What follows belongs to an exercise in optimizing a design on an open flow for small area; a production flow would make more cautious choices. In this exercise RTL edits were held to simulation tests only and were not proved equivalent to the original. The clock input has no modelled driver; a real chip could not lean on it and would need a root buffer or a full tree. No activity file was given, so power comes from the tool's default toggle rates.

Setup of the baseline:
==> module micro, before the edit <==
module micro
(
    input  logic        _iClk,
    input  logic        _iReset,
    input  logic [7:0]  _iInstMemData,
    output logic [7:0]  _oInstMemAddr,
    input  logic [7:0]  _iDataMemRData,
    output logic [7:0]  _oDataMemAddr,
    output logic [7:0]  _oDataMemWData,
    output logic        _oDataMemWrite
);
    logic [3:0] cnt;
    logic [7:1] pc;
    logic [7:0] acc;
    logic       flagC, flagN, flagNZ;    
    wire        init = flagN && !flagNZ;
    logic [1:0] cls;
    logic       x;
    logic [1:0] f;
    wire        exec  = cnt[3];
    wire [2:0]  step  = cnt[2:0];
    wire        step0 = (step == 3'd0);
    wire [7:0]  k     = _iInstMemData;
    wire [7:0] op = _iInstMemData;
    wire       dinv = (op[5:3] != 3'd0) ||
                      (op[2] && (op[7:6] == 2'b00 || op[7:6] == 2'b11));
    wire [1:0] dcls = dinv ? 2'b01 : {op[7] ^ op[6], op[7]};
    wire       dx   = dinv || (op[7:6] == 2'b00 ? op[1] : op[2]);
    always_ff @(posedge _iClk) begin
        if (!exec) begin
            cls <= dcls;
            x   <= dx;
            f   <= op[1:0];
        end
    end
    wire isMem   = (cls == 2'b00);
    wire isArith = (cls == 2'b10);
    wire isLogic = (cls == 2'b11);
    wire isJump  = (cls == 2'b01);
    wire store   = isMem && f[0];
    wire load    = isMem && !f[0];
    assign _oInstMemAddr  = {pc, exec};
    assign _oDataMemAddr  = x ? acc : k;
    assign _oDataMemWData = x ? k : acc;
    assign _oDataMemWrite = exec && step0 && store;
    wire b   = x ? k[step] : _iDataMemRData[step];
    wire a   = acc[0];
    wire cin = flagC && (f[1] || !step0);
    wire sum = a ^ b ^ cin;
    wire cout = ((a ^ f[0]) & b) | ((a ^ f[0]) & cin) | (b & cin);
    logic lres;
    always_comb begin
        case (f)
            2'b00:   lres = !(a | b);
            2'b01:   lres = !(a & b);
            2'b10:   lres = a ^ b;
            default: lres = !(a ^ b);
        endcase
    end
    wire r     = isMem ? b : (isArith ? sum : lres);
    wire alu   = exec && cls[1];
    wire wrAcc = alu || (exec && load);
    logic cond;
    always_comb begin
        case (f)
            2'b00:   cond = 1'b1;
            2'b01:   cond = !flagNZ;
            2'b10:   cond = flagC;
            default: cond = flagN;
        endcase
    end
    wire taken = isJump && !x && cond;
    wire last  = (cnt == 4'hF);
    wire [6:0] pcAdd = (last && taken) ? k[7:1] : 7'd0;
    logic [7:1] pcNext;
    logic [7:1] pcC;
    always_comb begin
        pcC[1] = last;
        for (int i = 1; i < 7; i++) begin
            pcNext[i] = pc[i] ^ pcAdd[i-1] ^ pcC[i];
            pcC[i+1]  = (pc[i] & pcAdd[i-1]) | (pc[i] & pcC[i]) | (pcAdd[i-1] & pcC[i]);
        end
        pcNext[7] = pc[7] ^ pcAdd[6] ^ pcC[7];
    end
    always_ff @(posedge _iClk) begin
        acc <= {wrAcc ? r : (a && !(init && !exec)), acc[7:1]};
    end
    always_ff @(posedge _iClk, posedge _iReset) begin
        if (_iReset) begin
            cnt    <= 4'd0;
            pc     <= 7'd0;
            flagC  <= 1'b0;
            flagN  <= 1'b1;
            flagNZ <= 1'b0;
        end
        else begin
            cnt <= cnt + 4'd1;
            pc  <= pcNext;
            if (alu) begin
                flagN  <= r;
                flagNZ <= r || (flagNZ && !step0);
                flagC  <= isArith && cout;
            end
            else if (exec && init) begin
                flagN  <= 1'b0;
            end
        end
    end
endmodule
Settings: LEC_CHECK=0, CAP_MARGIN=20, CORE_MARGIN=2, CORE_UTILIZATION=40, CTS_BUF_LIST=sky130_fd_sc_hd__clkbuf_8, SLEW_MARGIN=20; clock period 10.0 ns.
standard.sh (not shown) runs the stock make flow with config.mk's settings and CLKGATE_MAP_FILE= SYNTH_SCRIPT=/design/flow/synth_recipe.tcl, a recipe that flattens the netlist after the stock synthesis.
==> flow/flow/run.sh <==
#!/bin/bash
# Layout flow: the standard ORFS flow (standard.sh) with three changes.
#  1. Synthesis maps logic with an area-oriented ABC script (flow/abc_area.script)
#     instead of ORFS's delay-oriented one. Synthesis is otherwise the standard
#     script (synth_recipe.tcl), so the registers are the standard synthesis's.
#  2. The buffers global placement puts on every input and output port use the
#     smallest buffer cell.
#  3. Clock tree synthesis is replaced by one buffer that drives every flip-flop
#     clock pin (flow/cts_single.tcl).
# Each tool's output goes to a log file in this folder.
set -euo pipefail
here=$PWD
rm -rf "$here/scripts_synth"
cp -r "$FLOW_HOME/scripts" "$here/scripts_synth"
cp "$here/flow/abc_area.script" "$here/scripts_synth/abc_speed.script"
SCRIPTS_DIR="$here/scripts_synth" bash standard.sh synth > synth.log 2>&1
export BUFFER_PORTS_ARGS="-buffer_cell sky130_fd_sc_hd__buf_1"
export PRE_CTS_TCL="$here/flow/cts_single.tcl"
export CLOCK_ROOT_BUFFER=sky130_fd_sc_hd__buf_12
bash standard.sh > layout.log 2>&1
==> flow/flow/abc_area.script <==
strash
dch -f
map -a
strash
dch -f
map -a
topo
==> flow/flow/cts_single.tcl <==
# Sourced by ORFS's cts.tcl (PRE_CTS_TCL hook) before it calls clock_tree_synthesis.
# This design has few flip-flops, close together, so instead of a buffer tree one
# strong buffer, placed at the centre of the flip-flops, drives every clock pin.
proc clock_tree_synthesis { args } {
  set block [ord::get_db_block]
  set net [[$block findBTerm _iClk] getNet]
  set sx 0.0
  set sy 0.0
  set n 0
  foreach it [$net getITerms] {
    set bb [[$it getInst] getBBox]
    set sx [expr { $sx + ([$bb xMin] + [$bb xMax]) / 2.0 }]
    set sy [expr { $sy + ([$bb yMin] + [$bb yMax]) / 2.0 }]
    incr n
  }
  set dbu [$block getDbUnitsPerMicron]
  set x [expr { $sx / $n / $dbu }]
  set y [expr { $sy / $n / $dbu }]
  puts "single clock buffer for $n sinks at ($x, $y)"
  insert_buffer -buffer_cell $::env(CLOCK_ROOT_BUFFER) -net [$net getName] \
    -location [list $x $y] -buffer_name clkbuf_root -net_name clknet_root
  foreach n2 [$block getNets] {
    foreach it [$n2 getITerms] {
      if { [[$it getMTerm] getName] == "CLK" } { $n2 setSigType CLOCK; break }
    }
  }
  $net setSigType CLOCK
  set_propagated_clock [all_clocks]
}
The baseline finished end to end and its layout was clean on timing, DRC and antenna.
Relative to the baseline, the following input files were edited for the candidate:
--- a/flow/design.v
+++ b/flow/design.v
@@ -13,7 +13,6 @@
     logic [7:1] pc;
     logic [7:0] acc;
     logic       flagC, flagN, flagNZ;    
-    wire        init = flagN && !flagNZ;
     logic [1:0] cls;
     logic       x;
     logic [1:0] f;
@@ -24,7 +23,7 @@
     wire [7:0] op = _iInstMemData;
     wire       dinv = (op[5:3] != 3'd0) ||
                       (op[2] && (op[7:6] == 2'b00 || op[7:6] == 2'b11));
-    wire [1:0] dcls = dinv ? 2'b01 : {op[7] ^ op[6], op[7]};
+    wire [1:0] dcls = dinv ? 2'b11 : op[7:6];
     wire       dx   = dinv || (op[7:6] == 2'b00 ? op[1] : op[2]);
     always_ff @(posedge _iClk) begin
         if (!exec) begin
@@ -34,14 +33,15 @@
         end
     end
     wire isMem   = (cls == 2'b00);
-    wire isArith = (cls == 2'b10);
-    wire isLogic = (cls == 2'b11);
-    wire isJump  = (cls == 2'b01);
+    wire isArith = (cls == 2'b01);
+    wire isLogic = (cls == 2'b10);
+    wire isJump  = (cls == 2'b11);
     wire store   = isMem && f[0];
+    wire storei  = store && x;
     wire load    = isMem && !f[0];
     assign _oInstMemAddr  = {pc, exec};
-    assign _oDataMemAddr  = x ? acc : k;
-    assign _oDataMemWData = x ? k : acc;
+    assign _oDataMemAddr  = storei ? acc : k;
+    assign _oDataMemWData = storei ? k : acc;
     assign _oDataMemWrite = exec && step0 && store;
     wire b   = x ? k[step] : _iDataMemRData[step];
     wire a   = acc[0];
@@ -58,7 +58,7 @@
         endcase
     end
     wire r     = isMem ? b : (isArith ? sum : lres);
-    wire alu   = exec && cls[1];
+    wire alu   = exec && (isArith || isLogic);
     wire wrAcc = alu || (exec && load);
     logic cond;
     always_comb begin
@@ -82,28 +82,24 @@
         end
         pcNext[7] = pc[7] ^ pcAdd[6] ^ pcC[7];
     end
-    always_ff @(posedge _iClk) begin
-        acc <= {wrAcc ? r : (a && !(init && !exec)), acc[7:1]};
-    end
     always_ff @(posedge _iClk, posedge _iReset) begin
         if (_iReset) begin
             cnt    <= 4'd0;
             pc     <= 7'd0;
+            acc    <= 8'd0;
             flagC  <= 1'b0;
-            flagN  <= 1'b1;
+            flagN  <= 1'b0;
             flagNZ <= 1'b0;
         end
         else begin
             cnt <= cnt + 4'd1;
             pc  <= pcNext;
+            acc <= {wrAcc ? r : a, acc[7:1]};
             if (alu) begin
                 flagN  <= r;
                 flagNZ <= r || (flagNZ && !step0);
                 flagC  <= isArith && cout;
             end
-            else if (exec && init) begin
-                flagN  <= 1'b0;
-            end
         end
     end
 endmodule
## What came out
- Compared with the baseline, the candidate ends up with more cell area.
- The number of library cell types mapped by synthesis reported for the candidate is smaller than that of the baseline by 3.
- The chip width of the candidate exceeds that of the baseline by about 1.7%.
- When the final numbers for the baseline and the candidate were put side by side, the total power turned out to be smaller in the candidate.
- Per the comparison of the candidate with the baseline, wire length of the first global-routing pass down about 2.7%; final critical-path share of the clock period barely changed.
- Per the final summary, the candidate finished and its layout is clean on timing, DRC and antenna.
- Compared to the baseline, the candidate has fraction of final layout cells sized beyond drive strength 1 0.42 points lower.
- Comparing the baseline and the candidate, the lower critical path buffer and inverter count was measured on the baseline.
No run of this note takes its clock network from TritonCTS; it comes from the design's own scripts or RTL.

static timing again, ports no longer ideal:
In the flow no input, the clock included, has a driving cell. The finished layouts below were timed again as built, in two steps.
Step 1 assumes that a clkbuf_16 drives the clock port and a buf_2 every other input.
Step 2 adds t to the input delays and takes it off the output delays; t is the mean of the earliest and latest rising clock arrival at the registers after step 1. Input paths then give back, and output paths get back, about the clock's delay inside the block.
Three values: no drivers, after step 1, after step 2; two values: the first two.
run	shift t [ns]	slack for setup (ns)	slew at the worst register clock pin (ns)
the baseline	0.174	5.331 / 5.337 / 5.171	0.11 / 0.11
the candidate	0.170	5.317 / 5.285 / 5.157	0.11 / 0.11
After both steps every run listed still meets setup and hold.
